From an optimization exercise on the open Yosys and OpenROAD flow, aimed at small area; shortcuts taken in it are not production practice. The RTL was checked by simulation tests, not by an equivalence proof against the original design. Power figures rest on the tool's default switching activity, not on a simulated workload.

$ cat flow/design.v
module Button_debounce (
    input  logic clk,
    input  logic rst,
    input  logic button_in,
    output logic button_out
);
    logic sync_ff1, sync_ff2, state;
    logic [5:0] count;
    wire differ = sync_ff2 ^ state;
    wire last   = count[0] & count[1] & count[2] & count[4];
    wire run    = differ & ~last;
    always_ff @(posedge clk or posedge rst) begin
        if (rst) begin
            sync_ff1 <= 1'b0;
            sync_ff2 <= 1'b0;
            state    <= 1'b0;
        end else begin
            sync_ff1 <= button_in;
            sync_ff2 <= sync_ff1;
            if (differ & last) state <= sync_ff2;
        end
    end
    always_ff @(posedge clk)
        count <= run ? {count[4:0], count[5] ^ count[4]} : 6'b000001;
    assign button_out = state;
endmodule
module winner_detection (
    input  logic [48:0] board,
    output logic        winner_found,
    output logic [2:0]  wcol
);
    logic [5:0] occ [0:6];
    logic [5:0] cp [0:1][0:6];
    always_comb begin
        for (int c = 0; c < 7; c++) begin
            occ[c][5] = board[c*7 + 6];
            for (int i = 4; i >= 0; i--) occ[c][i] = occ[c][i+1] | board[c*7 + i + 1];
            for (int i = 0; i < 6; i++) begin
                cp[0][c][i] = occ[c][i] & board[c*7 + i];
                cp[1][c][i] = occ[c][i] & ~board[c*7 + i];
            end
        end
    end
    logic [1:0] found_p;
    logic [2:0] w_p [0:1];
    always_comb begin
        for (int p = 0; p < 2; p++) begin
            logic [3:0] mh [0:5];
            logic [3:0] md [0:2];
            logic [3:0] ma [0:2];
            logic [6:0] anyv;
            logic anyh, anyd, anya;
            logic [1:0] ch, cd, ca;
            logic [2:0] cv;
            for (int rr = 0; rr < 6; rr++)
                for (int c = 0; c < 4; c++)
                    mh[rr][c] = cp[p][c][rr] & cp[p][c+1][rr] & cp[p][c+2][rr] & cp[p][c+3][rr];
            for (int c = 0; c < 7; c++) begin
                anyv[c] = 1'b0;
                for (int rr = 0; rr < 3; rr++)
                    anyv[c] = anyv[c] | (cp[p][c][rr] & cp[p][c][rr+1] & cp[p][c][rr+2] & cp[p][c][rr+3]);
            end
            for (int rr = 0; rr < 3; rr++)
                for (int c = 0; c < 4; c++) begin
                    md[rr][c] = cp[p][c][rr] & cp[p][c+1][rr+1] & cp[p][c+2][rr+2] & cp[p][c+3][rr+3];
                    ma[rr][c] = cp[p][c][rr+3] & cp[p][c+1][rr+2] & cp[p][c+2][rr+1] & cp[p][c+3][rr];
                end
            anyh = 1'b0; ch = 2'd0;
            for (int rr = 5; rr >= 0; rr--)
                if (|mh[rr]) begin
                    anyh = 1'b1;
                    ch = mh[rr][0] ? 2'd0 : mh[rr][1] ? 2'd1 : mh[rr][2] ? 2'd2 : 2'd3;
                end
            anyd = 1'b0; cd = 2'd0;
            for (int rr = 2; rr >= 0; rr--)
                if (|md[rr]) begin
                    anyd = 1'b1;
                    cd = md[rr][0] ? 2'd0 : md[rr][1] ? 2'd1 : md[rr][2] ? 2'd2 : 2'd3;
                end
            anya = 1'b0; ca = 2'd0;
            for (int rr = 2; rr >= 0; rr--)
                if (|ma[rr]) begin
                    anya = 1'b1;
                    ca = ma[rr][0] ? 2'd0 : ma[rr][1] ? 2'd1 : ma[rr][2] ? 2'd2 : 2'd3;
                end
            cv = 3'd0;
            for (int c = 6; c >= 0; c--)
                if (anyv[c]) cv = 3'(c);
            found_p[p] = anyh | (|anyv) | anyd | anya;
            if (anyh)       w_p[p] = {1'b0, ch} + 3'd3;
            else if (|anyv) w_p[p] = cv;
            else if (anyd)  w_p[p] = {1'b0, cd} + 3'd3;
            else if (anya)  w_p[p] = {1'b0, ca} + 3'd3;
            else            w_p[p] = 3'd0;
        end
    end
    assign winner_found = |found_p;
    assign wcol = found_p[0] ? w_p[0] : w_p[1];
endmodule
module videoGen (
    input  logic [3:0]  xq, yq,
    input  logic [5:0]  xr, yr,
    input  logic [3:0]  st,
    input  logic [48:0] board,
    input  logic [2:0]  sel,
    input  logic [2:0]  wcol,
    output logic [7:0]  red, green, blue
);
    wire s0      = (st == 4'd0);
    wire waiting = (st == 4'd3) | (st == 4'd5);
    wire go_st   = (st == 4'd8);
    function automatic logic xge(input logic [3:0] q, input logic [5:0] rr, input integer X);
        xge = (q > (X + 10) / 55) || (q == (X + 10) / 55 && rr >= (X + 10) % 55);
    endfunction
    function automatic logic xeq(input logic [3:0] q, input logic [5:0] rr, input integer X);
        xeq = (q == (X + 10) / 55) && (rr == (X + 10) % 55);
    endfunction
    function automatic logic yge(input logic [3:0] q, input logic [5:0] rr, input integer Y);
        yge = (q > (Y + 5) / 55) || (q == (Y + 5) / 55 && rr >= (Y + 5) % 55);
    endfunction
    function automatic logic yeq(input logic [3:0] q, input logic [5:0] rr, input integer Y);
        yeq = (q == (Y + 5) / 55) && (rr == (Y + 5) % 55);
    endfunction
    wire x_board = (xq >= 4'd2) && (xq <= 4'd8);
    wire y_board = (yq >= 4'd1) && (yq <= 4'd6);
    wire in_cell    = x_board && (xr < 6'd50) && y_board && (yr < 6'd50);
    wire frame   = (x_board || (xq == 4'd1 && xr >= 6'd50)) && (y_board || (yq == 4'd0 && yr >= 6'd50)) && !in_cell;
    logic [6:0] colv;
    always_comb begin
        case (xq)
            4'd2: colv = board[6:0];
            4'd3: colv = board[13:7];
            4'd4: colv = board[20:14];
            4'd5: colv = board[27:21];
            4'd6: colv = board[34:28];
            4'd7: colv = board[41:35];
            default: colv = board[48:42];
        endcase
    end
    logic chip, chip_p1;
    always_comb begin
        case (yq)    
            4'd1:    begin chip = colv[6];              chip_p1 = colv[5]; end
            4'd2:    begin chip = |colv[6:5];           chip_p1 = colv[4]; end
            4'd3:    begin chip = |colv[6:4];           chip_p1 = colv[3]; end
            4'd4:    begin chip = |colv[6:3];           chip_p1 = colv[2]; end
            4'd5:    begin chip = |colv[6:2];           chip_p1 = colv[1]; end
            default: begin chip = |colv[6:1];           chip_p1 = colv[0]; end
        endcase
    end
    wire win_cell = (yq == 4'd6) && (xq == {1'b0, wcol} + 4'd2);
    wire sel_x    = (xq == {1'b0, sel} + 4'd2) && (xr < 6'd50);
    wire preview  = waiting && sel_x && (yq == 4'd0);
    wire highlight = sel_x && (yq == 4'd0) && (yr >= 6'd45);
    wire y_text = (yq == 4'd0) && (yr >= 6'd10) && (yr < 6'd40);
    wire wa = (yr <= 6'd18);                       
    wire wb = (yr <= 6'd24);                       
    wire wc = (yr >= 6'd14) && (yr <= 6'd30);      
    wire wd = (yr >= 6'd19) && (yr <= 6'd35);      
    wire we = (yr >= 6'd25);                       
    wire wf = (yr >= 6'd31);                       
    logic [3:0] wt;
    logic w_in;
    always_comb begin
        w_in = 1'b1;
        wt = 4'd0;
        if (xq == 4'd4 && xr >= 6'd45) wt = 4'(xr - 6'd45);
        else if (xq == 4'd5 && xr < 6'd10) wt = xr[3:0];
        else w_in = 1'b0;
    end
    logic w_pix;
    always_comb begin
        case (wt)
            4'd0: w_pix = wa;
            4'd1: w_pix = wb;
            4'd2: w_pix = wc;
            4'd3: w_pix = wd;
            4'd4: w_pix = we;
            4'd5: w_pix = wf;
            4'd6: w_pix = we;
            4'd7: w_pix = wd;
            4'd8: w_pix = wc;
            default: w_pix = wb;
        endcase
    end
    wire i_pix = (xq == 4'd5) && (xr >= 6'd24) && (xr <= 6'd26);
    wire n_vert = (xq == 4'd5 && xr >= 6'd40 && xr <= 6'd42) || (xq == 4'd6 && xr >= 6'd2 && xr <= 6'd4);
    logic [3:0] nx_d;
    logic n_in;
    always_comb begin
        n_in = 1'b1;
        nx_d = 4'd0;
        if (xq == 4'd5 && xr >= 6'd42) nx_d = 4'(xr - 6'd42);
        else if (xq == 4'd6 && xr <= 6'd2) nx_d = 4'(xr + 6'd13);
        else n_in = 1'b0;
    end
    wire [4:0] dy = 5'(yr - 6'd10);
    wire [6:0] nt = {2'b0, nx_d, 1'b0} + 7'd2 - {2'b0, dy};
    wire n_diag = n_in && (nt <= 7'd5) && !(nt == 7'd0 && nx_d >= 4'd13) && !(nt == 7'd5 && nx_d <= 4'd2);
    wire text = y_text && ((w_in && w_pix) || i_pix || n_vert || n_diag);
    wire sy_in  = yge(yq, yr, 100) && !yge(yq, yr, 181);
    wire y100   = yeq(yq, yr, 100);
    wire y140   = yeq(yq, yr, 140);
    wire y180   = yeq(yq, yr, 180);
    wire y_lo   = !yge(yq, yr, 141);    
    wire y_hi   = yge(yq, yr, 140);     
    wire x_S    = xge(xq, xr, 200) && !xge(xq, xr, 241);
    wire x_T1   = xge(xq, xr, 250) && !xge(xq, xr, 291);
    wire x_A    = xge(xq, xr, 300) && !xge(xq, xr, 341);
    wire x_R    = xge(xq, xr, 350) && !xge(xq, xr, 391);
    wire x_T2   = xge(xq, xr, 400) && !xge(xq, xr, 441);
    wire x_Ain  = xge(xq, xr, 310) && !xge(xq, xr, 331);
    wire letters = sy_in && (
          (x_S  && (y100 || y180 || y140 || (xeq(xq, xr, 200) && y_lo) || (xeq(xq, xr, 240) && y_hi)))
       || (x_T1 && (y100 || xeq(xq, xr, 270)))
       || (x_A  && (y100 || xeq(xq, xr, 300) || xeq(xq, xr, 340) || (y140 && x_Ain)))
       || (x_R  && (y100 || xeq(xq, xr, 350) || y140 || (xeq(xq, xr, 390) && y_hi)))
       || (x_T2 && (y100 || xeq(xq, xr, 420))));
    logic [7:0] rr_o, gg_o, bb_o;
    always_comb begin
        rr_o = 8'h00; gg_o = 8'h00; bb_o = 8'h00;
        if (s0) begin
            gg_o = letters ? 8'hFF : 8'h00;
        end else begin
            if (frame) begin rr_o = 8'h00; gg_o = 8'h00; bb_o = 8'h7F; end
            if (in_cell) begin
                if (!chip)        begin rr_o = 8'hFF; gg_o = 8'hFF; bb_o = 8'hFF; end
                else if (win_cell) begin rr_o = 8'hFF; gg_o = 8'hFF; bb_o = 8'h00; end
                else if (chip_p1) begin rr_o = 8'hFF; gg_o = 8'h00; bb_o = 8'h00; end
                else              begin rr_o = 8'h00; gg_o = 8'hFF; bb_o = 8'h00; end
            end
            if (!go_st) begin
                if (highlight) begin rr_o = 8'h00; gg_o = 8'hC0; bb_o = 8'h00; end
                if (preview)   begin rr_o = 8'hA0; gg_o = 8'hA0; bb_o = 8'hA0; end
            end
            if (go_st && text) begin rr_o = 8'hFF; gg_o = 8'hFF; bb_o = 8'h30; end
        end
    end
    assign red = rr_o;
    assign green = gg_o;
    assign blue = bb_o;
endmodule
module toplevel_connect4 (
    input clk,
    input rst,
    input col_left_raw,
    input col_right_raw,
    input confirm_raw,
    input p1_start_raw,
    input p2_start_raw,
    output vgaclk,
    output hsync,
    output vsync,
    output sync_b,
    output blank_b,
    output [7:0] r,
    output [7:0] g,
    output [7:0] b,
    output [6:0] segments,
    output p1_led,
    output p2_led,
    output game_over_led,
    output [3:0] estado
);
    logic left_db, right_db, confirm_db, p1s_db, p2s_db;
    Button_debounce db_left   (.clk(clk), .rst(rst), .button_in(col_left_raw),  .button_out(left_db));
    Button_debounce db_right  (.clk(clk), .rst(rst), .button_in(col_right_raw), .button_out(right_db));
    Button_debounce db_confirm(.clk(clk), .rst(rst), .button_in(confirm_raw),   .button_out(confirm_db));
    Button_debounce db_p1     (.clk(clk), .rst(rst), .button_in(p1_start_raw),  .button_out(p1s_db));
    Button_debounce db_p2     (.clk(clk), .rst(rst), .button_in(p2_start_raw),  .button_out(p2s_db));
    logic toggle;
    logic [3:0] xq, yq;
    logic [5:0] xr, yr;
    always_ff @(posedge clk or posedge rst) begin
        if (rst) toggle <= 1'b0;
        else     toggle <= ~toggle;
    end
    assign vgaclk = toggle;
    wire x_wrap = xq[3] & xq[2] & xq[1] & xr[5] & xr[2] & xr[1] & xr[0];  
    wire xr_end = xr[5] & xr[4] & xr[2] & xr[1];                          
    wire y_wrap = yq[3] & yq[0] & yr[5] & yr[1];                          
    wire yr_end = yr[5] & yr[4] & yr[2] & yr[1];                          
    always_ff @(posedge clk or posedge rst) begin
        if (rst) begin
            xq <= 4'd0; xr <= 6'd10;
            yq <= 4'd0; yr <= 6'd5;
        end else if (!toggle) begin
            if (x_wrap) begin
                xq <= 4'd0; xr <= 6'd10;
                if (y_wrap) begin
                    yq <= 4'd0; yr <= 6'd5;
                end else if (yr_end) begin
                    yq <= yq + 4'd1; yr <= 6'd0;
                end else begin
                    yr <= yr + 6'd1;
                end
            end else if (xr_end) begin
                xq <= xq + 4'd1; xr <= 6'd0;
            end else begin
                xr <= xr + 6'd1;
            end
        end
    end
    function automatic logic xge(input logic [3:0] q, input logic [5:0] rr, input integer X);
        xge = (q > (X + 10) / 55) || (q == (X + 10) / 55 && rr >= (X + 10) % 55);
    endfunction
    function automatic logic xeq(input logic [3:0] q, input logic [5:0] rr, input integer X);
        xeq = (q == (X + 10) / 55) && (rr == (X + 10) % 55);
    endfunction
    function automatic logic yge(input logic [3:0] q, input logic [5:0] rr, input integer Y);
        yge = (q > (Y + 5) / 55) || (q == (Y + 5) / 55 && rr >= (Y + 5) % 55);
    endfunction
    function automatic logic yeq(input logic [3:0] q, input logic [5:0] rr, input integer Y);
        yeq = (q == (Y + 5) / 55) && (rr == (Y + 5) % 55);
    endfunction
    assign hsync   = ~(xge(xq, xr, 656) & ~xge(xq, xr, 752));
    assign vsync   = ~(yge(yq, yr, 490) & ~yge(yq, yr, 492));
    assign sync_b  = hsync & vsync;
    assign blank_b = ~xge(xq, xr, 640) & ~yge(yq, yr, 480);
    logic [3:0] st, nx;
    logic whose_turn;
    logic move;           
    logic winner_found;
    logic all_full;
    wire start_game = p1s_db | p2s_db;
    always_comb begin
        case (st)
            4'd0: nx = start_game ? 4'd1 : 4'd0;
            4'd1: nx = whose_turn ? 4'd4 : 4'd2;
            4'd2: nx = 4'd3;
            4'd3: nx = move ? 4'd7 : 4'd3;
            4'd4: nx = 4'd5;
            4'd5: nx = move ? 4'd7 : 4'd5;
            4'd7: nx = (winner_found | all_full) ? 4'd8 : (whose_turn ? 4'd2 : 4'd4);
            4'd8: nx = start_game ? 4'd0 : 4'd8;
            default: nx = 4'd0;
        endcase
    end
    always_ff @(posedge clk or posedge rst) begin
        if (rst) st <= 4'd0;
        else     st <= nx;
    end
    always_ff @(posedge clk) begin
        if (st == 4'd7) begin
            if (!(winner_found | all_full)) whose_turn <= ~whose_turn;
        end else if (st == 4'd0 && start_game) begin
            whose_turn <= p2s_db & ~p1s_db;
        end
    end
    wire s0      = (st == 4'd0);
    wire p1_st   = (st == 4'd2) | (st == 4'd3);
    wire p2_st   = (st == 4'd4) | (st == 4'd5);
    wire waiting = (st == 4'd3) | (st == 4'd5);
    wire go_st   = (st == 4'd8);
    assign estado        = st;
    assign p1_led        = p1_st;
    assign p2_led        = p2_st;
    assign game_over_led = go_st;
    logic [11:0] tcnt;
    logic [3:0]  sec;
    logic        timer_done;
    wire reset_timer = (st == 4'd2) | (st == 4'd4);
    wire tick        = ((tcnt & 12'hFFB) == 12'hC38);
    wire sec_last    = sec[3] & sec[0];
    always_ff @(posedge clk or posedge rst) begin
        if (rst) begin
            tcnt <= 12'd0;
            sec  <= 4'd0;
        end else if (reset_timer) begin
            tcnt <= 12'd0;
            sec  <= 4'd0;
        end else if (tick) begin
            tcnt <= 12'd0;
            sec  <= sec_last ? 4'd0 : sec + 4'd1;
        end else begin
            tcnt <= {tcnt[10:0], ~(tcnt[0] ^ tcnt[1] ^ tcnt[7] ^ tcnt[11])};
        end
    end
    always_ff @(posedge clk) timer_done <= ~reset_timer & tick & sec_last;
    logic [6:0] seg;
    always_comb begin
        if (sec[3]) seg = sec[0] ? 7'b0010000 : 7'b0000000;
        else begin
            case (sec[2:0])
                3'd0: seg = 7'b1000000;
                3'd1: seg = 7'b1111001;
                3'd2: seg = 7'b0100100;
                3'd3: seg = 7'b0110000;
                3'd4: seg = 7'b0011001;
                3'd5: seg = 7'b0010010;
                3'd6: seg = 7'b0000010;
                default: seg = 7'b1111000;
            endcase
        end
    end
    assign segments = seg;
    logic [6:0] v [0:6];
    logic [5:0] occ [0:6];    
    logic [6:0] top [0:6];    
    logic [6:0] push [0:6];   
    logic [6:0] valid;        
    logic [2:0] sel;
    wire pbit = p1_st;        
    always_comb begin
        for (int c = 0; c < 7; c++) begin
            occ[c][5] = v[c][6];
            for (int i = 4; i >= 0; i--) occ[c][i] = occ[c][i+1] | v[c][i+1];
            for (int i = 0; i < 6; i++) top[c][i] = v[c][i] & ~occ[c][i];
            top[c][6] = v[c][6];
            push[c][0] = top[c][0] ? pbit : v[c][0];
            for (int i = 1; i < 7; i++) push[c][i] = top[c][i] ? pbit : (top[c][i-1] | v[c][i]);
            valid[c] = ~v[c][6];
        end
    end
    always_ff @(posedge clk) begin
        for (int c = 0; c < 7; c++) begin
            if (s0) v[c] <= 7'b0000001;
            else if (move && sel == c && valid[c]) v[c] <= push[c];
        end
    end
    assign all_full = (valid == 7'b0);
    logic left_prev, right_prev, confirm_prev;
    logic [15:0] lfsr;
    logic [2:0]  rcol;
    logic        rvalid;    
    always_ff @(posedge clk) begin
        left_prev    <= left_db;
        right_prev   <= right_db;
        confirm_prev <= confirm_db;
    end
    wire left_pe    = left_db & ~left_prev;
    wire right_pe   = right_db & ~right_prev;
    wire confirm_pe = confirm_db & ~confirm_prev;
    always_ff @(posedge clk or posedge rst) begin
        if (rst) sel <= 3'd3;
        else if (waiting) begin
            if (rvalid)        sel <= rcol;
            else if (right_pe) sel <= (sel == 3'd6) ? 3'd0 : sel + 3'd1;
            else if (left_pe)  sel <= (sel == 3'd0) ? 3'd6 : sel - 3'd1;
        end
    end
    always_ff @(posedge clk)
        move <= waiting & (rvalid | (~right_pe & ~left_pe & confirm_pe & valid[sel]));
    always_ff @(posedge clk or posedge rst) begin
        if (rst) lfsr <= 16'hACE1;
        else     lfsr <= {lfsr[14:0], lfsr[15] ^ lfsr[13] ^ lfsr[12] ^ lfsr[10]};
    end
    logic [2:0] pick;
    logic [2:0] cand;
    logic       pfound;
    always_comb begin
        pick = 3'd0;
        pfound = 1'b0;
        for (int i = 0; i < 7; i++) begin
            cand = 3'((lfsr[3:1] + i) % 7);
            if (!pfound && valid[cand]) begin
                pick = cand;
                pfound = 1'b1;
            end
        end
    end
    logic rgen;
    always_ff @(posedge clk) rgen <= waiting & timer_done;
    assign rvalid = rgen & pfound;
    assign rcol = pick;
    wire [48:0] board = {v[6], v[5], v[4], v[3], v[2], v[1], v[0]};
    logic [2:0] wcol;
    winner_detection winner (.board(board), .winner_found(winner_found), .wcol(wcol));
    videoGen picture (.xq(xq), .xr(xr), .yq(yq), .yr(yr), .st(st), .board(board), .sel(sel), .wcol(wcol),
                      .red(r), .green(g), .blue(b));
endmodule
$ cat flow/flow/run.sh
#!/bin/bash
# The standard layout (standard.sh), except that
#  - synthesis maps the logic with the area-oriented ABC script flow/area.abc (every register is the standard
#    synthesis's: only the combinational mapping changes), and
#  - the port buffers that placement inserts are sky130_fd_sc_hd__buf_1.
set -euo pipefail
W=$(pwd)
export FLOW_AREA_ABC_SCRIPT=$W/flow/area.abc
# synth_recipe.tcl with the abc override inserted after its first line (the synth -nofsm -noshare wrapper)
{ head -n 1 synth_recipe.tcl; cat flow/abc_override.tcl; tail -n +2 synth_recipe.tcl; } > synth_area.tcl
sed "s#SYNTH_SCRIPT=[^ ]*#SYNTH_SCRIPT=$W/synth_area.tcl#" standard.sh > standard_area.sh
grep -q "SYNTH_SCRIPT=$W/synth_area.tcl" standard_area.sh
bash standard_area.sh > flow.log 2>&1
$ cat flow/flow/abc_override.tcl
# Map the logic with an area-oriented ABC script (flow/area.abc) in place of ORFS's speed script; every other
# synthesis step, and so every register, is the standard synthesis's.
proc abc {args} {
  set i [lsearch -exact $args -script]
  if {$i >= 0 && [lsearch -exact $args -dff] < 0} {
    lset args [expr {$i + 1}] $::env(FLOW_AREA_ABC_SCRIPT)
  }
  yosys abc {*}$args
}
$ cat flow/flow/area.abc
strash
&get -n
&fraig -x
&put
scorr
dc2
strash
&get -n
&deepsyn -T 120
&dch -f
&nf -p -D 8000
&put
$ cat flow/standard.sh
#!/bin/bash
# synth_recipe.tcl (not shown) runs the flow's synth.tcl, then flattens the netlist and writes it again
# the make line also repeats each setting of config.mk as NAME=value (left out here)
make -C /OpenROAD-flow-scripts/flow DESIGN_CONFIG=/design/flow/config.mk WORK_HOME=/design/flow/orfs CLKGATE_MAP_FILE= SYNTH_SCRIPT=/design/flow/synth_recipe.tcl "${@:-finish}"
$ cat flow/config.mk
export PLATFORM = sky130hd
export DESIGN_NAME = toplevel_connect4
export DESIGN_NICKNAME = toplevel_connect4
export VERILOG_FILES = /design/flow/design.v
export SDC_FILE = /design/flow/constraint.sdc
export NUM_CORES = 4
export LEC_CHECK = 0
export CAP_MARGIN = 20
export CORE_MARGIN = 2
export CORE_UTILIZATION = 40
export CTS_BUF_LIST = sky130_fd_sc_hd__clkbuf_8
export SLEW_MARGIN = 20
$ cat flow/constraint.sdc
create_clock -name core_clock -period 20.0 [get_ports {clk}]
set_input_delay 4.0000 -clock core_clock [delete_from_list [all_inputs] [get_ports {clk}]]
set_output_delay 4.0000 -clock core_clock [all_outputs]
set_load 0.01 [all_outputs]
==> out/metrics.yaml, run 1 <==
status: "finished clean"
crit_path_end_kind: "primary output"
cts_buffers: 17
fin_skew_ns: 0.0141
nNetsFinal: 1741
grt_usage_pct: 27.7
cts_tree: "done"
slew_headroom_pct: 21.8
max_cap_viol_count: 0
clockBufferDepth: 2
netlist_area_sq_mm: 0.0124
grt_max_degree: 76
syn_inst: 1579
ctsHtreeMaxLevel: 4
synth_ff_type: "dfxtp_1"
yosys.area_share.simple_pct: 27.8
initial_core_util_pct: 40.6
largest_reg_flops: 49
synth_commonest_cells: "nand2_1 (162), nor2_1 (154), o21ai_0 (132), a21oi_1 (105), dfxtp_1 (85)"
async_reset_ff_share_pct: 46.6
synth-compound-area-share_pct: 25.3
ant_nets: 0
postCtsSetupRepairBufs: 0
place_area_sq_mm: 0.0135
antenna_found_initial: 0
wl_per_cell_um: 22.0
stdcell_area_sq_mm: 0.0139
ys_warn_count: 17
cts_sinks: 161
diodes: 0
io_buffers: 49
syn_nets: 1665
power_w: 0.000738
powerDensity_mw_per_mm2: 53.1
critical_path_arrival_ns: 7.41
grt_overflow_total: 0
gp_congestion: 1.01
ys_types: 70
hold_path.class: "reg -> reg"
first_global_vias: 12400
hold_violations: 0
rows: 64
critPathMaxFanout: 14
p_leak_nw: 5.48
cts_root_buffer: "clkbuf_8"
finalMaxSlewViolations: 0
place_hpwl_um: 34500
ir_worst_vdd_v: 0.0000473
vias: 13100
largest_register: "v"
vias_per_cell: 6.37
netlist.area_leader.share_pct: 13.7
fin_setup_tns_ns: 0
critical_path_class: "reg -> out"
ctsHoldBuffers: 0
synth_top_family_by_area: "simple AND/OR/NAND/NOR gates"
coreArea_sq_mm: 0.0306
synth-edff-count: 1
wl_um: 45400
yosys.area.top_type: "dfxtp_1"
setup_violations: 0
drive_gt1_share_pct: 4.68
synth.avg_cell_area_sq_um: 7.86
grt_pass1_wl_um: 71900
min_period_ns: 11.41
area_delta_synth_final_pct: 12.1
rsz0062_at_grt: "false"
yosysMostFrequentCell: "nand2_1"
drc: 0
pin_count: 50
reg.largest.list: "v x49, lfsr x16, tcnt x12"
synth_fa_ha_area_share_pct: 8.03
ys_top_cells_by_area: "dfxtp_1 (14%), dfrtp_1 (12%), ha_1 (7.9%)"
die_h_um: 180
cts.reportedPaths.clkPinSlew_ns: 0.10
startpoint_type: "register"
ys_ff_latch: 161
utilization_pct: 45.5
dr.first_iter.drc_count: 1500
drt_first_pass_iters: 9
achievable-frequency_mhz: 87.7
fp.dieW_um: 180
seq_area_frac_synth_pct: 29.2
die_area_sq_mm: 0.0324
cts_resized: 0
insertion_delay_ns: 0.48
required_ns: 16.00
synth_xor_xnor_area_share_pct: 3.95
synthMuxAreaShare_pct: 2.55
worst_pin_slew_ns: 1.16
fin_crit_sh_pct: 57.0
[routing by layer]
layer  vias to the layer above  track usage, %  share of wire (%)
li1                       6126               -                  -
met1                      6221            36.6                 43
met2                       649            42.5                 43
met3                       153            5.94                8.1
met4                         0            14.8                5.7
met5                         -               0                  0
[cells in the final DEF, fill, tap and decap left out, types with 32 or more instances in the layout]
| cell type | n |
|---|---|
| and3_1 | 42 |
| a21oi_1 | 105 |
| nand2_1 | 162 |
| a31oi_1 | 32 |
| xnor2_1 | 42 |
| dfxtp_1 | 85 |
| nor2b_1 | 38 |
| clkdlybuf4s50_1 | 49 |
| nand4_1 | 44 |
| nand3_1 | 61 |
| dfrtp_1 | 61 |
| nor3_1 | 49 |
| ha_1 | 78 |
| clkinv_1 | 73 |
| nor2_1 | 154 |
| o21ai_0 | 132 |
[path summary, 6_finish.rpt]
path,startpoint,end,slack (ns),cells past startpoint
max,v[3][4],r[4],8.59,18
min,lfsr[8],lfsr[9],0.36,0
max reg2reg,lfsr[1],sel[0],14.47,20
min reg2reg,lfsr[8],lfsr[9],0.36,0
max in group asynchronous,rst,lfsr[14],15.21,3
min in group asynchronous,rst,xq[1],4.13,3
[layout make-up]
type	instances	area, sq um
Clock buffer	18	248
Clock inverter	14	166
Fill cell	3107	16700
Inverter	74	279
Multi-Input combinational cell	1330	8440
Sequential cell	161	3630
Tap cell	396	495
Timing Repair Buffer	71	653
[metrics by stage]
step / instances / hold slack [ns] / setup WS, ns
floorplan: 1579 / 0.331 / 10.99
global placement: 2031 / 0.335 / 9.07
detailed placement: 2031 / 0.336 / 9.29
CTS: 2063 / 0.361 / 8.70
global route: 2064 / 0.366 / 8.06
finish: 2064 / 0.356 / 8.59
[worst max-delay path: stages, from the launching register on]
cell	delay, ns
dfxtp_1	0.47
or4_1	0.67
o31ai_1	0.79
nor4_1	0.22
nor4_1	0.22
o21ai_0	0.17
nor3b_1	0.68
nand2_1	0.15
o311a_1	0.36
a311oi_1	0.64
clkinv_1	0.21
ha_1	0.36
xor2_1	0.16
nor3_1	0.15
o21ai_0	0.13
o31ai_1	0.23
o21ai_0	0.15
o21ai_0	0.50
clkdlybuf4s50_1	0.66
[cell families after synthesis]
family	count (synthesis)
xor gates and xnor gates	56
buffers and inverters	88
DFF	161
adders and majority gates	79
AOI/OAI and AO/OA	479
and+or+nand+nor	689
muxes	27
[report_power, final]
| group | internal [W] | switching, W | leakage (nW) |
|---|---|---|---|
| Clock | 0.000109 | 0.000142 | 0.215 |
| Combinational | 0.0000449 | 0.0000832 | 3.62 |
| Sequential | 0.000341 | 0.0000179 | 1.64 |
==> inputs of run 2 (changes only) <==
--- a/flow/flow/run.sh
+++ b/flow/flow/run.sh
@@ -8,2 +8,3 @@
 export FLOW_AREA_ABC_SCRIPT=$W/flow/area.abc
+export BUFFER_PORTS_ARGS="-buffer_cell sky130_fd_sc_hd__buf_1"
 # synth_recipe.tcl with the abc override inserted after its first line (the synth -nofsm -noshare wrapper)
==> out/metrics.yaml, run 2 <==
layout_commonest_cell: "nand2_1"
die_area_sq_mm: 0.0324  # unchanged
synth_commonest_cells: "nand2_1 (162), nor2_1 (154), o21ai_0 (132), a21oi_1 (105), dfxtp_1 (85)"
slew_headroom_pct: 21.4  # -0.44 points
critical_path_class: "reg -> out"
ys_types: 70  # unchanged
rows: 64  # unchanged
syn_nets: 1665  # unchanged
fin_crit_sh_pct: 54.6  # -2.4 points
diodes: 0  # unchanged
wl_um: 45000  # -0.99%
netlist_area_sq_mm: 0.0124  # unchanged
grt_max_degree: 76  # unchanged
seq_area_frac_synth_pct: 29.2  # unchanged
syn_inst: 1579  # unchanged
critical_path_arrival_ns: 6.92  # -0.49 ns
max_cap_viol_count: 0  # unchanged
grt_pass1_wl_um: 70900  # -1.4%
stdcell_area_sq_mm: 0.0136  # -2.3%
cp_num_buf_inv: 2  # unchanged
place_hpwl_um: 34600  # +0.15%
ctsHtreeMaxLevel: 4  # unchanged
cts_tree: "done"
netlist.area_leader.share_pct: 13.7  # unchanged
synth_ff_type: "dfxtp_1"
cts_root_buffer: "clkbuf_8"
min_period_ns: 10.92  # -0.490 ns
insertion_delay_ns: 0.48  # about the same
pin_count: 50  # unchanged
grt_usage_pct: 27.4  # -0.36 points
ys_warn_count: 17  # unchanged
largest_reg_flops: 49  # unchanged
hold_violations: 0  # unchanged
finalMaxSlewViolations: 0  # unchanged
setup_violations: 0  # unchanged
worst_pin_slew_ns: 1.17  # +0.00933 ns
cts_buffers: 17  # unchanged
clockBufferDepth: 2  # unchanged
fp.dieW_um: 180  # unchanged
vias: 13100  # -0.58%
antenna_found_initial: 0  # unchanged
dr.first_iter.drc_count: 1491  # -0.60%
yosysMostFrequentCell: "nand2_1"
hold_start: "db_left.sync_ff1"
ys_top_cells_by_area: "dfxtp_1 (14%), dfrtp_1 (12%), ha_1 (7.9%)"
cp.depth: 20  # +2
drt_first_pass_iters: 8  # -1
ctsHoldBuffers: 0  # unchanged
worst_slack_ns: 9.08  # +0.490 ns
die_h_um: 180  # unchanged
worst-r2r-cell-count: 20  # unchanged
yosys.area.top_type: "dfxtp_1"
ys_ff_latch: 161  # unchanged
place_area_sq_mm: 0.0132  # -2.3%
startpoint_type: "register"
slowest_stage: "dfxtp_1"
min_path_cells: 0  # unchanged
drc: 0  # unchanged
cts.reportedPaths.clkPinSlew_ns: 0.09  # about the same
fill_cells: 3164  # +1.8%
grt_overflow_total: 0  # unchanged
reg.largest.list: "v x49, lfsr x16, tcnt x12"
achievable-frequency_mhz: 91.6  # +4.5%
first_global_vias: 12100  # -2.6%
critPathMaxFanout: 18  # +4
cts_sinks: 161  # unchanged
p_leak_nw: 5.35  # -2.3%
ir_worst_vdd_v: 0.0000576  # +22%
rr_startpoint: "lfsr[1]"
area_delta_synth_final_pct: 9.50
layout.cells.most_common_list: "nand2_1 (162), nor2_1 (154), o21ai_0 (132)"
critical_path.startpoint: "v[2][6]"
powerDensity_mw_per_mm2: 53.0  # -0.16%
drive_gt1_share_pct: 4.49  # -0.19 points
gp_congestion: 1.00  # -0.44%
synth.avg_cell_area_sq_um: 7.86  # unchanged
hold_path.class: "reg -> reg"
io_buffers: 49  # unchanged
path_cells: "nor4_1, a21oi_1, nand4_1, o211ai_1, and3b_1, nor4b_1, nor2b_1, nor4_1, o311a_1, a311oi_1, clkinv_1, ha_1, xor2_1, nor3_1, o21ai_0, o311a_1, o21ai_0, a21oi_1, a21boi_0, buf_1"
crit_path_end_kind: "primary output"
wl_per_cell_um: 21.8  # -1.1%
required_ns: 16.00  # about the same
dp_slack_ns: 9.78  # +0.499 ns
utilization_pct: 44.4  # -1.1 points
coreArea_sq_mm: 0.0306  # unchanged
status: "finished clean"
initial_core_util_pct: 40.6  # unchanged
rsz0062_at_grt: "false"
fin_setup_tns_ns: 0  # unchanged
cp_slowest_stage_delay_ns: 0.80  # about the same
postCtsSetupRepairBufs: 0  # unchanged
ant_nets: 0  # unchanged
synth-edff-count: 1  # unchanged
path_delay_family: "compound AO/OA/AOI/OAI gates"
largest_register: "v"
async_reset_ff_share_pct: 46.6  # unchanged
vias_per_cell: 6.33  # -0.67%
cts_resized: 0  # unchanged
nNetsFinal: 1743  # +0.11%
fin_skew_ns: 0.0161  # +0.00197 ns
run 2: cell counts after synthesis:
No cell type changed its count.
run 2: final timing paths:
| path | to | slack (ns) |
|---|---|---|
| min | db_left.sync_ff2 | 0.35 |
| min in group asynchronous | xr[0] | 3.51 |
| max in group asynchronous | lfsr[7] | 15.86 |
| min reg2reg | db_left.sync_ff2 | 0.35 |
| max reg2reg | sel[0] | 14.40 |
| max | g[6] | 9.08 |
run 2: layout make-up:
cell class	instances	area (sq um)	share of cell area [%]
multi-input combinational	1330	8420	62.0
sequential	161	3630	26.7
tap	396	495	3.65
timing repair buffer	73	382	2.81
inverter	74	279	2.05
clock buffer	17	234	1.72
clock inverter	15	151	1.11
run 2: power breakdown:
part | switching (W) | total, W | internal [W]
Combinational | 0.0000843 | 0.000121 | 0.0000365
Clock | 0.000138 | 0.000240 | 0.000102
Sequential | 0.0000179 | 0.000359 | 0.000341
Total | 0.000240 | 0.000720 | 0.000480
run 2: per-stage QoR:
| stage | total power, W | hold slack [ns] | std cells |
|---|---|---|---|
| 2_1_floorplan | 0.000437 | 0.331 | 1579 |
| 3_3_place_gp | 0.000484 | 0.333 | 2032 |
| 3_5_place_dp | 0.000485 | 0.335 | 2032 |
| 4_1_cts | 0.000727 | 0.356 | 2064 |
| 5_1_grt | 0.000757 | 0.365 | 2066 |
| 6_report | 0.000720 | 0.352 | 2066 |
run 2: cell families (layout without fill, tap and decap cells):
| kind of cell | after synthesis | count (layout) | share of synthesized area (%) |
|---|---|---|---|
| buf+inv | 88 | 179 | 3.09 |
| mux | 27 | 27 | 2.55 |
| flops | 161 | 161 | 29.2 |
| compound gates | 479 | 479 | 25.3 |
| simple gates | 689 | 689 | 27.8 |
| fa+ha+maj | 79 | 79 | 8.03 |
| xor+xnor | 56 | 56 | 3.95 |
run 2: layer usage:
metal | track usage [%] | vias up | share of wire (%)
li1 | - | 6155 | -
met1 | 37.4 | 6163 | 44
met2 | 41.8 | 621 | 43
met3 | 4.49 | 134 | 7.4
met4 | 13.6 | 0 | 5.2
met5 | 0 | - | 0
run 2: worst reg2reg max path: stages, from the launching register on:
cell and delay [ns]:
dfrtp_1 0.84, ha_1 0.31, clkinv_1 0.10, ha_1 0.34, clkinv_1 0.10, ha_1 0.19, ha_1 0.27, o41ai_1 0.34
o21ai_0 0.20, a31o_1 0.28, xnor2_1 0.34, nand3_1 0.13, a31oi_1 0.22, nand2_1 0.18, nor3_1 0.36, nor2b_1 0.29
nor2b_1 0.21, nand2b_1 0.10, a21o_1 0.17, o21a_1 0.23, o32a_1 0.36
==> inputs of run 3 (changes only) <==
--- a/flow/flow/run.sh
+++ b/flow/flow/run.sh
@@ -4,3 +4,4 @@
 #    synthesis's: only the combinational mapping changes), and
-#  - the port buffers that placement inserts are sky130_fd_sc_hd__buf_1.
+#  - the port buffers that placement inserts are sky130_fd_sc_hd__buf_1, and
+#  - clock tree synthesis adds no dummy loads.
 set -euo pipefail
@@ -9,2 +10,3 @@
 export BUFFER_PORTS_ARGS="-buffer_cell sky130_fd_sc_hd__buf_1"
+export CTS_ARGS="-sink_clustering_enable -repair_clock_nets -buf_list sky130_fd_sc_hd__clkbuf_8 -dont_use_dummy_load"
 # synth_recipe.tcl with the abc override inserted after its first line (the synth -nofsm -noshare wrapper)
--- a/flow/config.mk
+++ b/flow/config.mk
@@ -11,2 +11,3 @@
 export CTS_BUF_LIST = sky130_fd_sc_hd__clkbuf_8
+export GPL_TIMING_DRIVEN = 0
 export SLEW_MARGIN = 20
==> out/metrics.yaml, run 3 <==
die_area_sq_mm: 0.0324  # unchanged
seq_area_frac_synth_pct: 29.2  # unchanged
grt_max_degree: 76  # unchanged
cts_sinks: 161  # unchanged
wl_per_cell_um: 20.6  # -5.5%
cts_buffers: 17  # unchanged
cts_root_buffer: "clkbuf_8"
coreArea_sq_mm: 0.0306  # unchanged
antenna_found_initial: 0  # unchanged
min_period_ns: 11.56  # +0.641 ns
dr.first_iter.drc_count: 1365  # -8.5%
ys_top_cells_by_area: "dfxtp_1 (14%), dfrtp_1 (12%), ha_1 (7.9%)"
critPathMaxFanout: 21  # +3
grt_usage_pct: 25.6  # -1.8 points
netlist_area_sq_mm: 0.0124  # unchanged
largest_reg_flops: 49  # unchanged
io_buffers: 49  # unchanged
die_h_um: 180  # unchanged
powerDensity_mw_per_mm2: 49.4  # -6.8%
required_ns: 16.00  # about the same
yosys.area.top_type: "dfxtp_1"
initial_core_util_pct: 40.6  # unchanged
grt_pass1_wl_um: 67100  # -5.4%
async_reset_ff_share_pct: 46.6  # unchanged
min_path_cells: 0  # unchanged
reg.largest.list: "v x49, lfsr x16, tcnt x12"
vias: 12900  # -1.1%
rsz0062_at_grt: "false"
ys_types: 70  # unchanged
crit_path_end_kind: "primary output"
cts.reportedPaths.clkPinSlew_ns: 0.10  # about the same
place_hpwl_um: 31800  # -8.1%
drive_gt1_share_pct: 3.88  # -0.61 points
drt_first_pass_iters: 9  # +1
synth_commonest_cells: "nand2_1 (162), nor2_1 (154), o21ai_0 (132), a21oi_1 (105), dfxtp_1 (85)"
fin_crit_sh_pct: 57.8  # +3.2 points
insertion_delay_ns: 0.49  # about the same
swShare_pct: 31.8  # -1.6 points
syn_nets: 1665  # unchanged
syn_inst: 1579  # unchanged
rr_startpoint: "lfsr[1]"
ys_warn_count: 17  # unchanged
drc: 0  # unchanged
seqPwrFrac_pct: 54.3  # +4.4 points
status: "finished clean"
slew_headroom_pct: 25.3  # +3.9 points
utilization_pct: 43.9  # -0.56 points
hold_violations: 0  # unchanged
place_area_sq_mm: 0.0132  # about the same
layout.cells.most_common_list: "nand2_1 (162), nor2_1 (154), o21ai_0 (131)"
ant_nets: 0  # unchanged
p_int_w: 0.000452  # -5.8%
clockBufferDepth: 2  # unchanged
pin_count: 50  # unchanged
worst-r2r-cell-count: 20  # unchanged
worstReg2RegEnd: "sel[0]"
first_global_vias: 12100  # -0.15%
nNetsFinal: 1738  # -0.29%
area_delta_synth_final_pct: 8.12
netlist.area_leader.share_pct: 13.7  # unchanged
gp_congestion: 0.985  # -1.5%
layout_commonest_cell: "nand2_1"
finalMaxSlewViolations: 0  # unchanged
critical_path_class: "reg -> out"
synth_ff_type: "dfxtp_1"
stdcell_area_sq_mm: 0.0134  # -1.3%
cts_tree: "done"
yosysMostFrequentCell: "nand2_1"
ir_worst_vdd_v: 0.0000535  # -7.1%
synth-edff-count: 1  # unchanged
fill_cells: 3152  # -0.38%
p_leak_nw: 5.29  # -1.2%
wl_um: 42100  # -6.5%
fin_setup_tns_ns: 0  # unchanged
cts_resized: 0  # unchanged
max_cap_viol_count: 0  # unchanged
worst_pin_slew_ns: 1.11  # -0.0607 ns
diodes: 0  # unchanged
ctsHtreeMaxLevel: 4  # unchanged
critical_path_arrival_ns: 7.56  # +0.64 ns
p_sw_w: 0.000210  # -12%
p_clk_share_pct: 27.8  # -5.5 points
postCtsSetupRepairBufs: 0  # unchanged
rows: 64  # unchanged
reg2reg_setup_slack_ns: 14.44  # +0.04 ns
worstHoldEndpoint: "lfsr[9]"
achievable-frequency_mhz: 86.5  # -5.5%
worst_slack_ns: 8.44  # -0.641 ns
fp.dieW_um: 180  # unchanged
largest_register: "v"
vias_per_cell: 6.32  # -0.11%
ys_ff_latch: 161  # unchanged
startpoint_type: "register"
hold_start: "lfsr[8]"
synth.avg_cell_area_sq_um: 7.86  # unchanged
pwr-share-comb_pct: 17.9  # +1.1 points
hold_path.class: "reg -> reg"
fin_skew_ns: 0.0373  # +0.0212 ns
setup_violations: 0  # unchanged
dp_slack_ns: 9.01  # -0.778 ns
ctsHoldBuffers: 0  # unchanged
grt_overflow_total: 0  # unchanged
-- run 3: cell counts after synthesis --
No cell type changed its count.
-- run 3: layout make-up --
cell class | count | area (sq um) | area share (%)
Sequential cell | 161 | 3630 | 27.0
Buffer | 14 | 105 | 0.783
Clock buffer | 17 | 234 | 1.74
Inverter | 74 | 283 | 2.11
Timing Repair Buffer | 54 | 215 | 1.60
Tap cell | 396 | 495 | 3.69
Multi-Input combinational cell | 1330 | 8460 | 63.0
-- run 3: cell families after synthesis --
kind of cell             share of synthesized area (%)
AND/OR/NAND/NOR                                   27.8
AO/OA/AOI/OAI                                     25.3
flip-flops                                        29.2
buffers and inverters                             3.09
adder cells (fa/ha/maj)                           8.03
XOR/XNOR                                          3.95
multiplexers                                      2.55
-- run 3: per-stage QoR --
step	power [W]	hold slack, ns	std cells
finish	0.000662	0.323	2046
global route	0.000696	0.329	2046
CTS	0.000667	0.325	2046
detailed placement	0.000484	0.339	2029
global placement	0.000479	0.335	2024
floorplan	0.000437	0.331	1579
-- run 3: worst max-delay path, cell delays in order, from the launching register on --
cell	delay, ns
dfxtp_1	0.66
or4_1	0.80
o31ai_1	0.64
nor3_1	0.14
nor4_1	0.29
o21ai_0	0.16
nor3b_1	0.77
nand2_1	0.15
o311a_1	0.38
a311oi_1	0.68
clkinv_1	0.26
ha_1	0.36
xor2_1	0.14
nor3_1	0.17
o21ai_0	0.15
o31ai_1	0.22
o21ai_0	0.18
o21ai_0	0.56
buf_4	0.21
buf_1	0.15
-- run 3: how the worst max path moves through the flow --
stage / depth (start not counted) / slack (ns) / endpoint / start
floorplan: 19 / 10.99 / r[1] / v[2][5]
global placement: 19 / 9.11 / r[3] / v[3][6]
detailed placement: 19 / 9.01 / r[2] / v[3][6]
CTS: 19 / 8.52 / r[2] / v[3][6]
global route: 19 / 8.03 / r[1] / v[2][6]
finish: 19 / 8.44 / r[2] / v[6][6]
-- run 3: per-layer routing --
metal / GRT usage (%) / routed length, um / vias to the layer above
li1: - / - / 6131
met1: 34.0 / 18300 / 6100
met2: 40.0 / 18600 / 575
met3: 5.90 / 3500 / 126
met4: 10.6 / 1690 / 0
met5: 0 / 0 / -
-- run 3: power by group through the flow --
stage | clock network [W] | registers, W | logic, W
CTS | 0.000189 | 0.000359 | 0.000118
detailed placement | 0 | 0.000366 | 0.000118
global placement | 0 | 0.000365 | 0.000114
floorplan | 0 | 0.000361 | 0.0000760
finish | 0.000184 | 0.000360 | 0.000118
global route | 0.000203 | 0.000362 | 0.000131
==> inputs of run 4 (changes only) <==
--- a/flow/flow/run.sh
+++ b/flow/flow/run.sh
@@ -2,3 +2,3 @@
 # The standard layout (standard.sh), except that
-#  - synthesis maps the logic with the area-oriented ABC script flow/area.abc (every register is the standard
+#  - synthesis maps the logic with the area-oriented ABC scripts flow/area*.abc (the smallest result is kept) (every register is the standard
 #    synthesis's: only the combinational mapping changes), and
@@ -8,3 +8,3 @@
 W=$(pwd)
-export FLOW_AREA_ABC_SCRIPT=$W/flow/area.abc
+export FLOW_AREA_ABC_SCRIPTS="$W/flow/area1.abc $W/flow/area2.abc $W/flow/area3.abc"
 export BUFFER_PORTS_ARGS="-buffer_cell sky130_fd_sc_hd__buf_1"
==> flow/flow/abc_override.tcl (replaced) <==
# Map the logic with area-oriented ABC scripts (flow/area*.abc) in place of ORFS's speed script: each script is
# run on the same design and the mapping with the smallest cell area is kept. Every other synthesis step, and so
# every register, is the standard synthesis's.
proc abc {args} {
  set i [lsearch -exact $args -script]
  if {$i < 0 || [lsearch -exact $args -dff] >= 0} {
    yosys abc {*}$args
    return
  }
  set lib [lindex $args [expr {[lsearch -exact $args -liberty] + 1}]]
  yosys design -save pre_area_abc
  set best ""
  foreach script $::env(FLOW_AREA_ABC_SCRIPTS) {
    yosys design -load pre_area_abc
    lset args [expr {$i + 1}] $script
    yosys abc {*}$args
    set report [tee -q -s result.string stat -liberty $lib]
    if {![regexp {Chip area for module [^:]*: ([0-9.]+)} $report -> area]} {
      error "no area reported after abc with $script"
    }
    puts "area-abc: $script -> $area"
    if {$best eq "" || $area < $best} {
      set best $area
      yosys design -save best_area_abc
    }
  }
  yosys design -load best_area_abc
  puts "area-abc: kept $best"
}
==> flow/flow/area1.abc (new file) <==
strash
&get -n
&fraig -x
&put
scorr
dc2
strash
&get -n
&deepsyn -T 180 -S 1
&dch -f
&nf -p -D 8000
&put
==> flow/flow/area2.abc (new file) <==
strash
&get -n
&fraig -x
&put
scorr
dc2
strash
&get -n
&deepsyn -T 180 -S 2
&dch -f
&nf -p -D 8000
&put
==> flow/flow/area3.abc (new file) <==
strash
&get -n
&fraig -x
&put
scorr
dc2
strash
&get -n
&deepsyn -T 180 -S 3
&dch -f
&nf -p -D 8000
&put
removed: flow/flow/area.abc
==> out/metrics.yaml, run 4 <==
async_reset_ff_share_pct: 46.6  # unchanged
slowest_stage: "dfxtp_1"
yosys.area.top_type: "dfxtp_1"
coreArea_sq_mm: 0.0305  # -0.26%
cts_buffers: 17  # unchanged
vias_per_cell: 6.33  # +0.22%
ctsHtreeMaxLevel: 4  # unchanged
path_delay_family: "compound AO/OA/AOI/OAI gates"
ys_types: 73  # +4.3%
hold_violations: 0  # unchanged
slew_headroom_pct: 23.6  # -1.7 points
place_hpwl_um: 32000  # +0.61%
insertion_delay_ns: 0.48  # about the same
rr_startpoint: "lfsr[1]"
synth_ff_type: "dfxtp_1"
postCtsSetupRepairBufs: 0  # unchanged
status: "finished clean"
initial_core_util_pct: 40.5  # -0.049 points
vias: 12900  # +0.077%
drive_gt1_share_pct: 3.40  # -0.48 points
ys_warn_count: 17  # unchanged
seq_area_frac_synth_pct: 29.3  # +0.11 points
gp_congestion: 1.01  # +2.3%
startpoint_type: "register"
io_buffers: 49  # unchanged
setup_violations: 0  # unchanged
dr.first_iter.drc_count: 1705  # +25%
netlist.area_leader.share_pct: 13.8  # +0.053 points
cts_root_buffer: "clkbuf_8"
wl_um: 42600  # +1.3%
p_leak_nw: 5.14  # -2.8%
finalMaxSlewViolations: 0  # unchanged
first_global_vias: 12000  # -0.51%
drt_first_pass_iters: 8  # -1
grt_overflow_total: 0  # unchanged
critical_path_class: "reg -> out"
syn_inst: 1577  # -0.13%
cpMostUsedCell: "a21oi_1"
largest_register: "v"
worst_pin_slew_ns: 1.15  # +0.0364 ns
fin_skew_ns: 0.0310  # -0.00623 ns
worstReg2RegEnd: "sel[1]"
rsz0062_at_grt: "false"
wl_per_cell_um: 20.8  # +1.4%
crit_path_end_kind: "primary output"
fin_hold_ws_ns: 0.352  # +0.0288 ns
hold_path.class: "reg -> reg"
ir_worst_vdd_v: 0.0000515  # -3.7%
reg.largest.list: "v x49, lfsr x16, tcnt x12"
grt_max_degree: 76  # unchanged
cts_sinks: 161  # unchanged
critical_path_arrival_ns: 7.06  # -0.50 ns
nNetsFinal: 1735  # -0.17%
cts_resized: 0  # unchanged
powerDensity_mw_per_mm2: 49.8  # +0.84%
drc: 0  # unchanged
layout_commonest_cell: "nor2_1"
layout.cells.most_common_list: "nor2_1 (164), nand2_1 (147), o21ai_0 (137)"
grt_pass1_wl_um: 67200  # +0.21%
worst-r2r-cell-count: 22  # +10%
syn_nets: 1663  # -0.12%
pin_count: 50  # unchanged
reg2reg_setup_slack_ns: 13.45  # -0.99 ns
diodes: 0  # unchanged
rows: 64  # unchanged
area_delta_synth_final_pct: 7.78
cts.reportedPaths.clkPinSlew_ns: 0.10  # about the same
cp_num_buf_inv: 4  # +1
cp_slowest_stage_delay_ns: 1.09  # +0.29 ns
die_area_sq_mm: 0.0323  # -0.38%
fp.dieW_um: 180  # -0.19%
grt_usage_pct: 25.9  # +0.32 points
critPathMaxFanout: 24  # +14%
required_ns: 16.00  # about the same
min_period_ns: 11.06  # -0.502 ns
ys_ff_latch: 161  # unchanged
yosysMostFrequentCell: "nor2_1"
clockBufferDepth: 2  # unchanged
power_w: 0.000663  # +0.15%
fin_crit_sh_pct: 55.3  # -2.5 points
crit_end: "g[3]"
ctsHoldBuffers: 0  # unchanged
synth-edff-count: 1  # unchanged
max_cap_viol_count: 0  # unchanged
cp.depth: 26  # +7
ant_nets: 0  # unchanged
ys_top_cells_by_area: "dfxtp_1 (14%), dfrtp_1 (12%), ha_1 (7.9%)"
netlist_area_sq_mm: 0.0124  # -0.38%
achievable-frequency_mhz: 90.4  # +4.5%
fin_setup_tns_ns: 0  # unchanged
cts_tree: "done"
die_h_um: 180  # -0.19%
synth.avg_cell_area_sq_um: 7.84  # -0.26%
synth_commonest_cells: "nor2_1 (164), nand2_1 (147), o21ai_0 (138), a21oi_1 (115), dfxtp_1 (85)"
critical_path.startpoint: "v[2][6]"
antenna_found_initial: 1  # +1
largest_reg_flops: 49  # unchanged
## run 4: final cells by class
class	count	area, sq um
clock buffer	17	234
multi-input combinational	1330	8380
timing repair buffer	53	206
fill	3105	17200
tap	396	495
inverter	72	275
sequential	161	3630
buffer	14	105
## run 4: worst min-delay path by stage
| stage | endpoint | startpoint | cells after the start |
|---|---|---|---|
| detailed placement | lfsr[9] | lfsr[8] | 0 |
| CTS | db_right.sync_ff2 | db_right.sync_ff1 | 0 |
| global placement | db_p2.sync_ff2 | db_p2.sync_ff1 | 0 |
| finish | db_right.sync_ff2 | db_right.sync_ff1 | 0 |
| global route | db_left.sync_ff2 | db_left.sync_ff1 | 0 |
| floorplan | db_confirm.sync_ff2 | db_confirm.sync_ff1 | 0 |
## run 4: per-layer routing
metal / track usage, % / share of wire, % / vias up / wire (um)
met5: 0 / 0 / - / 0
met4: 10.2 / 3.7 / 0 / 1560
met3: 6.58 / 10 / 119 / 4350
met2: 38.3 / 42 / 660 / 17900
met1: 36.1 / 44 / 6058 / 18800
li1: - / - / 6105 / -
## run 4: kinds of logic (layout without fill, tap and decap cells)
| family | count (synthesis) | after routing | synth area share [%] |
|---|---|---|---|
| adders and majority gates | 79 | 79 | 8.06 |
| and+or+nand+nor | 698 | 698 | 28.6 |
| muxes | 26 | 26 | 2.48 |
| DFF | 161 | 161 | 29.3 |
| xor gates and xnor gates | 52 | 52 | 3.68 |
| buffers and inverters | 86 | 156 | 3.04 |
| AOI/OAI and AO/OA | 475 | 475 | 24.8 |
## run 4: through the flow
stage / cell area, sq um / cells / utilization [%] / setup WS [ns]
2_1_floorplan: 12400 / 1577 / - / 11.29
3_3_place_gp: 13000 / 2022 / 42.7 / 9.55
3_5_place_dp: 13100 / 2026 / 42.9 / 9.71
4_1_cts: 13300 / 2043 / 43.6 / 9.16
5_1_grt: 13300 / 2043 / 43.7 / 8.49
6_report: 13300 / 2043 / 43.7 / 8.94
## run 4: where the power goes
group | internal [W] | switching (W) | total [W]
clock | 0.0000751 | 0.000111 | 0.000186
combinational | 0.0000420 | 0.0000674 | 0.000109
sequential | 0.000345 | 0.0000229 | 0.000368
==> inputs of run 5 (changes only) <==
--- a/flow/design.v
+++ b/flow/design.v
@@ -129,9 +129,9 @@
     always_comb begin
-        case (xq)
-            4'd2: colv = board[6:0];
-            4'd3: colv = board[13:7];
-            4'd4: colv = board[20:14];
-            4'd5: colv = board[27:21];
-            4'd6: colv = board[34:28];
-            4'd7: colv = board[41:35];
+        case (xq[2:0])
+            3'd2:    colv = board[6:0];
+            3'd3:    colv = board[13:7];
+            3'd4:    colv = board[20:14];
+            3'd5:    colv = board[27:21];
+            3'd6:    colv = board[34:28];
+            3'd7:    colv = board[41:35];
             default: colv = board[48:42];
@@ -141,8 +141,8 @@
     always_comb begin
-        case (yq)    
-            4'd1:    begin chip = colv[6];              chip_p1 = colv[5]; end
-            4'd2:    begin chip = |colv[6:5];           chip_p1 = colv[4]; end
-            4'd3:    begin chip = |colv[6:4];           chip_p1 = colv[3]; end
-            4'd4:    begin chip = |colv[6:3];           chip_p1 = colv[2]; end
-            4'd5:    begin chip = |colv[6:2];           chip_p1 = colv[1]; end
+        case (yq[2:0])
+            3'd1:    begin chip = colv[6];              chip_p1 = colv[5]; end
+            3'd2:    begin chip = |colv[6:5];           chip_p1 = colv[4]; end
+            3'd3:    begin chip = |colv[6:4];           chip_p1 = colv[3]; end
+            3'd4:    begin chip = |colv[6:3];           chip_p1 = colv[2]; end
+            3'd5:    begin chip = |colv[6:2];           chip_p1 = colv[1]; end
             default: begin chip = |colv[6:1];           chip_p1 = colv[0]; end
@@ -150,4 +150,4 @@
     end
-    wire win_cell = (yq == 4'd6) && (xq == {1'b0, wcol} + 4'd2);
-    wire sel_x    = (xq == {1'b0, sel} + 4'd2) && (xr < 6'd50);
+    wire win_cell = (yq[2:0] == 3'd6) && (xq[2:0] == wcol + 3'd2);
+    wire sel_x    = x_board && (xq[2:0] == sel + 3'd2) && (xr < 6'd50);
     wire preview  = waiting && sel_x && (yq == 4'd0);
@@ -161,24 +161,12 @@
     wire wf = (yr >= 6'd31);                       
-    logic [3:0] wt;
-    logic w_in;
-    always_comb begin
-        w_in = 1'b1;
-        wt = 4'd0;
-        if (xq == 4'd4 && xr >= 6'd45) wt = 4'(xr - 6'd45);
-        else if (xq == 4'd5 && xr < 6'd10) wt = xr[3:0];
-        else w_in = 1'b0;
-    end
+    wire w_in = (xq == 4'd4 && xr >= 6'd45) || (xq == 4'd5 && xr < 6'd10);
     logic w_pix;
     always_comb begin
-        case (wt)
-            4'd0: w_pix = wa;
-            4'd1: w_pix = wb;
-            4'd2: w_pix = wc;
-            4'd3: w_pix = wd;
-            4'd4: w_pix = we;
-            4'd5: w_pix = wf;
-            4'd6: w_pix = we;
-            4'd7: w_pix = wd;
-            4'd8: w_pix = wc;
-            default: w_pix = wb;
+        case (xr)
+            6'd0, 6'd45:                  w_pix = wa;
+            6'd1, 6'd9, 6'd46, 6'd54:     w_pix = wb;
+            6'd2, 6'd8, 6'd47, 6'd53:     w_pix = wc;
+            6'd3, 6'd7, 6'd48, 6'd52:     w_pix = wd;
+            6'd4, 6'd6, 6'd49, 6'd51:     w_pix = we;
+            default:                      w_pix = wf;
         endcase
@@ -187,14 +175,5 @@
     wire n_vert = (xq == 4'd5 && xr >= 6'd40 && xr <= 6'd42) || (xq == 4'd6 && xr >= 6'd2 && xr <= 6'd4);
-    logic [3:0] nx_d;
-    logic n_in;
-    always_comb begin
-        n_in = 1'b1;
-        nx_d = 4'd0;
-        if (xq == 4'd5 && xr >= 6'd42) nx_d = 4'(xr - 6'd42);
-        else if (xq == 4'd6 && xr <= 6'd2) nx_d = 4'(xr + 6'd13);
-        else n_in = 1'b0;
-    end
-    wire [4:0] dy = 5'(yr - 6'd10);
-    wire [6:0] nt = {2'b0, nx_d, 1'b0} + 7'd2 - {2'b0, dy};
-    wire n_diag = n_in && (nt <= 7'd5) && !(nt == 7'd0 && nx_d >= 4'd13) && !(nt == 7'd5 && nx_d <= 4'd2);
+    wire [7:0] s2 = {1'b0, xr, 1'b0} - {2'b0, yr};
+    wire n_diag = (xq == 4'd5 && xr >= 6'd42 && s2 >= 8'd72 && s2 <= 8'd77 && !(s2 == 8'd77 && xr <= 6'd44))
+               || (xq == 4'd6 && xr <= 6'd2 && s2 >= 8'd219 && s2 <= 8'd223);    
     wire text = y_text && ((w_in && w_pix) || i_pix || n_vert || n_diag);
==> out/metrics.yaml, run 5 <==
syn_inst: 1520  # -3.6%
synth_commonest_cells: "nor2_1 (142), nand2_1 (140), a21oi_1 (115), o21ai_0 (111), dfxtp_1 (85)"
diodes: 0  # unchanged
critical_path.startpoint: "v[2][6]"
dr.first_iter.drc_count: 1444  # -15%
die_area_sq_mm: 0.0316  # -2.2%
worst_slack_ns: 8.06  # -0.883 ns
power_w: 0.000613  # -7.5%
ant_nets: 0  # unchanged
ys_ff_latch: 161  # unchanged
seq_area_frac_synth_pct: 30.0  # +0.67 points
fp.dieW_um: 178  # -1.1%
grt_overflow_total: 0  # unchanged
drc: 0  # unchanged
async_reset_ff_share_pct: 46.6  # unchanged
nNetsFinal: 1670  # -3.7%
cts.reportedPaths.clkPinSlew_ns: 0.08  # -0.02 ns
dp_slack_ns: 8.97  # -0.738 ns
finalMaxSlewViolations: 0  # unchanged
fin_crit_sh_pct: 59.7  # +4.4 points
crit_path_end_kind: "primary output"
wl_per_cell_um: 20.6  # -0.96%
layout.cells.most_common_list: "nor2_1 (142), nand2_1 (140), a21oi_1 (115)"
rows: 63  # -1.6%
powerDensity_mw_per_mm2: 46.9  # -5.9%
fin_skew_ns: 0.0235  # -0.00754 ns
die_h_um: 178  # -1.1%
yosysMostFrequentCell: "nor2_1"
maxUsedRoutingLayer: "met4"
fin_setup_tns_ns: 0  # unchanged
critical_path_arrival_ns: 7.94  # +0.88 ns
critical_path_class: "reg -> out"
syn_nets: 1596  # -4.0%
postCtsSetupRepairBufs: 0  # unchanged
multiInputGateArea_sq_mm: 0.00816  # -2.7%
insertion_delay_ns: 0.46  # -0.02 ns
status: "finished clean"
coreArea_sq_mm: 0.0297  # -2.6%
stdcell_area_sq_mm: 0.0131  # -1.7%
vias_per_cell: 6.36  # +0.44%
grt_usage_pct: 26.1  # +0.22 points
area_delta_synth_final_pct: 8.34
crit_end: "g[2]"
netlist_area_sq_mm: 0.0121  # -2.2%
drt-met1-wl_um: 18200  # -3.4%
worst_pin_slew_ns: 1.21  # +0.0600 ns
dr_wl_met2_um: 17500  # -2.0%
first_global_vias: 11500  # -3.9%
worst-r2r-cell-count: 20  # -9.1%
pin_count: 50  # unchanged
dr_wl_met3_um: 3430  # -21%
worstReg2RegEnd: "sel[2]"
clockBufferDepth: 2  # unchanged
grt_pass1_wl_um: 65000  # -3.3%
hold_violations: 0  # unchanged
drive_gt1_share_pct: 3.89  # +0.49 points
place_area_sq_mm: 0.0129  # -1.7%
largest_reg_flops: 49  # unchanged
netlist.area_leader.share_pct: 14.1  # +0.32 points
largest_register: "v"
vias: 12600  # -2.6%
cts_tree: "done"
place_hpwl_um: 30500  # -4.4%
p_leak_nw: 5.10  # -0.66%
antenna_found_initial: 0  # -1
slew_headroom_pct: 19.6  # -4.0 points
io_buffers: 49  # unchanged
rsz0062_at_grt: "false"
ys_types: 69  # -5.5%
reg2reg_setup_slack_ns: 13.34  # -0.11 ns
ctsHtreeMaxLevel: 4  # unchanged
synth.avg_cell_area_sq_um: 7.95  # +1.4%
yosys.area.top_type: "dfxtp_1"
gp_congestion: 0.996  # -1.2%
cts_buffers: 17  # unchanged
grt_max_degree: 76  # unchanged
wl_um: 40900  # -3.9%
hold_path.class: "reg -> reg"
achievable-frequency_mhz: 83.8  # -7.4%
cts_resized: 0  # unchanged
critPathMaxFanout: 25  # +4.2%
required_ns: 16.00  # about the same
synth-edff-count: 1  # unchanged
initial_core_util_pct: 40.7  # +0.15 points
min_period_ns: 11.94  # +0.883 ns
ir_worst_vdd_v: 0.0000582  # +13%
seqCellArea_sq_mm: 0.00363  # unchanged
fill_cells: 2998  # -3.4%
ys_top_cells_by_area: "dfxtp_1 (14%), dfrtp_1 (13%), ha_1 (7.1%)"
utilization_pct: 44.1  # +0.38 points
ys_warn_count: 17  # unchanged
cts_sinks: 161  # unchanged
startpoint_type: "register"
drt_first_pass_iters: 10  # +2
layout_commonest_cell: "nor2_1"
ctsHoldBuffers: 0  # unchanged
setup_violations: 0  # unchanged
rr_startpoint: "lfsr[1]"
max_cap_viol_count: 0  # unchanged
reg.largest.list: "v x49, lfsr x16, tcnt x12"
synth_ff_type: "dfxtp_1"
cts_root_buffer: "clkbuf_8"
run 5: worst min-delay path by stage:
stage                                endpoint                start  depth (start not counted)  slack (ns)
after global placement         db_p1.sync_ff2       db_p1.sync_ff1                          0        0.33
final                                 lfsr[7]              lfsr[6]                          0        0.35
after floorplan           db_confirm.sync_ff2  db_confirm.sync_ff1                          0        0.33
after CTS                             lfsr[7]              lfsr[6]                          0        0.35
after global routing                  lfsr[7]              lfsr[6]                          0        0.36
after detailed placement       db_p1.sync_ff2       db_p1.sync_ff1                          0        0.34
run 5: layer usage:
layer / vias up / GRT usage (%)
li1: 5985 / -
met3: 111 / 4.58
met2: 584 / 39.4
met5: - / 0
met4: 0 / 11.8
met1: 5931 / 36.4
run 5: critical path, stage by stage (launching register included):
cell and delay [ns]:
dfxtp_1 1.12, o21ai_0 0.69, a2111oi_0 1.06, nor2_1 0.17
mux2i_1 0.26, o22ai_1 0.10, a21oi_1 0.18, o22ai_1 0.10
a211oi_1 0.27, o21ai_0 0.12, a31o_1 0.30, ha_1 0.22
clkinv_1 0.05, a21oi_1 0.05, a2bb2oi_1 0.44, xnor2_1 0.17
o22ai_1 0.17, nand3_1 0.09, o31ai_1 0.43, o21ai_0 0.14
a32oi_1 0.35, nor3b_1 0.61, buf_4 0.21, buf_1 0.15
run 5: layout make-up:
cell class                      count  area share, %
Buffer                             14          0.803
Sequential cell                   161           27.7
Inverter                           69           2.02
Timing Repair Buffer               55           1.67
Clock buffer                       17           1.79
Tap cell                          390           3.73
Multi-Input combinational cell   1276           62.3
run 5: cell families after synthesis:
group | share of synthesized area [%]
AND/OR/NAND/NOR | 27.7
flip-flops | 30.0
XOR/XNOR | 2.83
AO/OA/AOI/OAI | 26.7
buffers and inverters | 3.01
adder cells (fa/ha/maj) | 7.14
multiplexers | 2.65
run 5: metrics by stage:
stage,hold slack (ns),std cells
4_1_cts,0.352,1982
6_report,0.348,1982
3_5_place_dp,0.336,1965
3_3_place_gp,0.331,1959
5_1_grt,0.356,1982
2_1_floorplan,0.331,1520
run 5: report_power, final:
| part | internal [W] | switching, W |
|---|---|---|
| registers | 0.000343 | 0.0000178 |
| logic | 0.0000270 | 0.0000446 |
| clock network | 0.0000749 | 0.000107 |
| total | 0.000444 | 0.000169 |

## static timing again, ports no longer ideal
How much do the figures lean on ideal ports? The routed layouts below were timed once more, with nothing changed but the port constraints.
Step 1: set_driving_cell puts a clkbuf_16 on clk and a buf_2 on each other input, an assumption about the parent block.
Step 2 also shifts input and output timing later by t, the mid clock arrival at the registers, as if the neighbouring blocks saw the same clock.
Slacks: ideal / step 1 / step 2; pairs: ideal / step 1.
run	t (ns)	setup slack, ns	worst hold slack (ns)	worst setup path after step 2
run 1	0.518	8.593 / 8.545 / 9.063	0.356 / 0.356 / 0.356	register to output
run 2	0.514	9.083 / 9.039 / 9.553	0.352 / 0.352 / 0.352	register to output
run 3	0.522	8.442 / 8.392 / 8.915	0.323 / 0.323 / 0.323	register to output
run 4	0.514	8.944 / 8.895 / 9.409	0.352 / 0.352 / 0.352	register to output
run 5	0.496	8.061 / 8.020 / 8.516	0.348 / 0.348 / 0.348	register to output
After both steps every run listed still meets setup and hold.
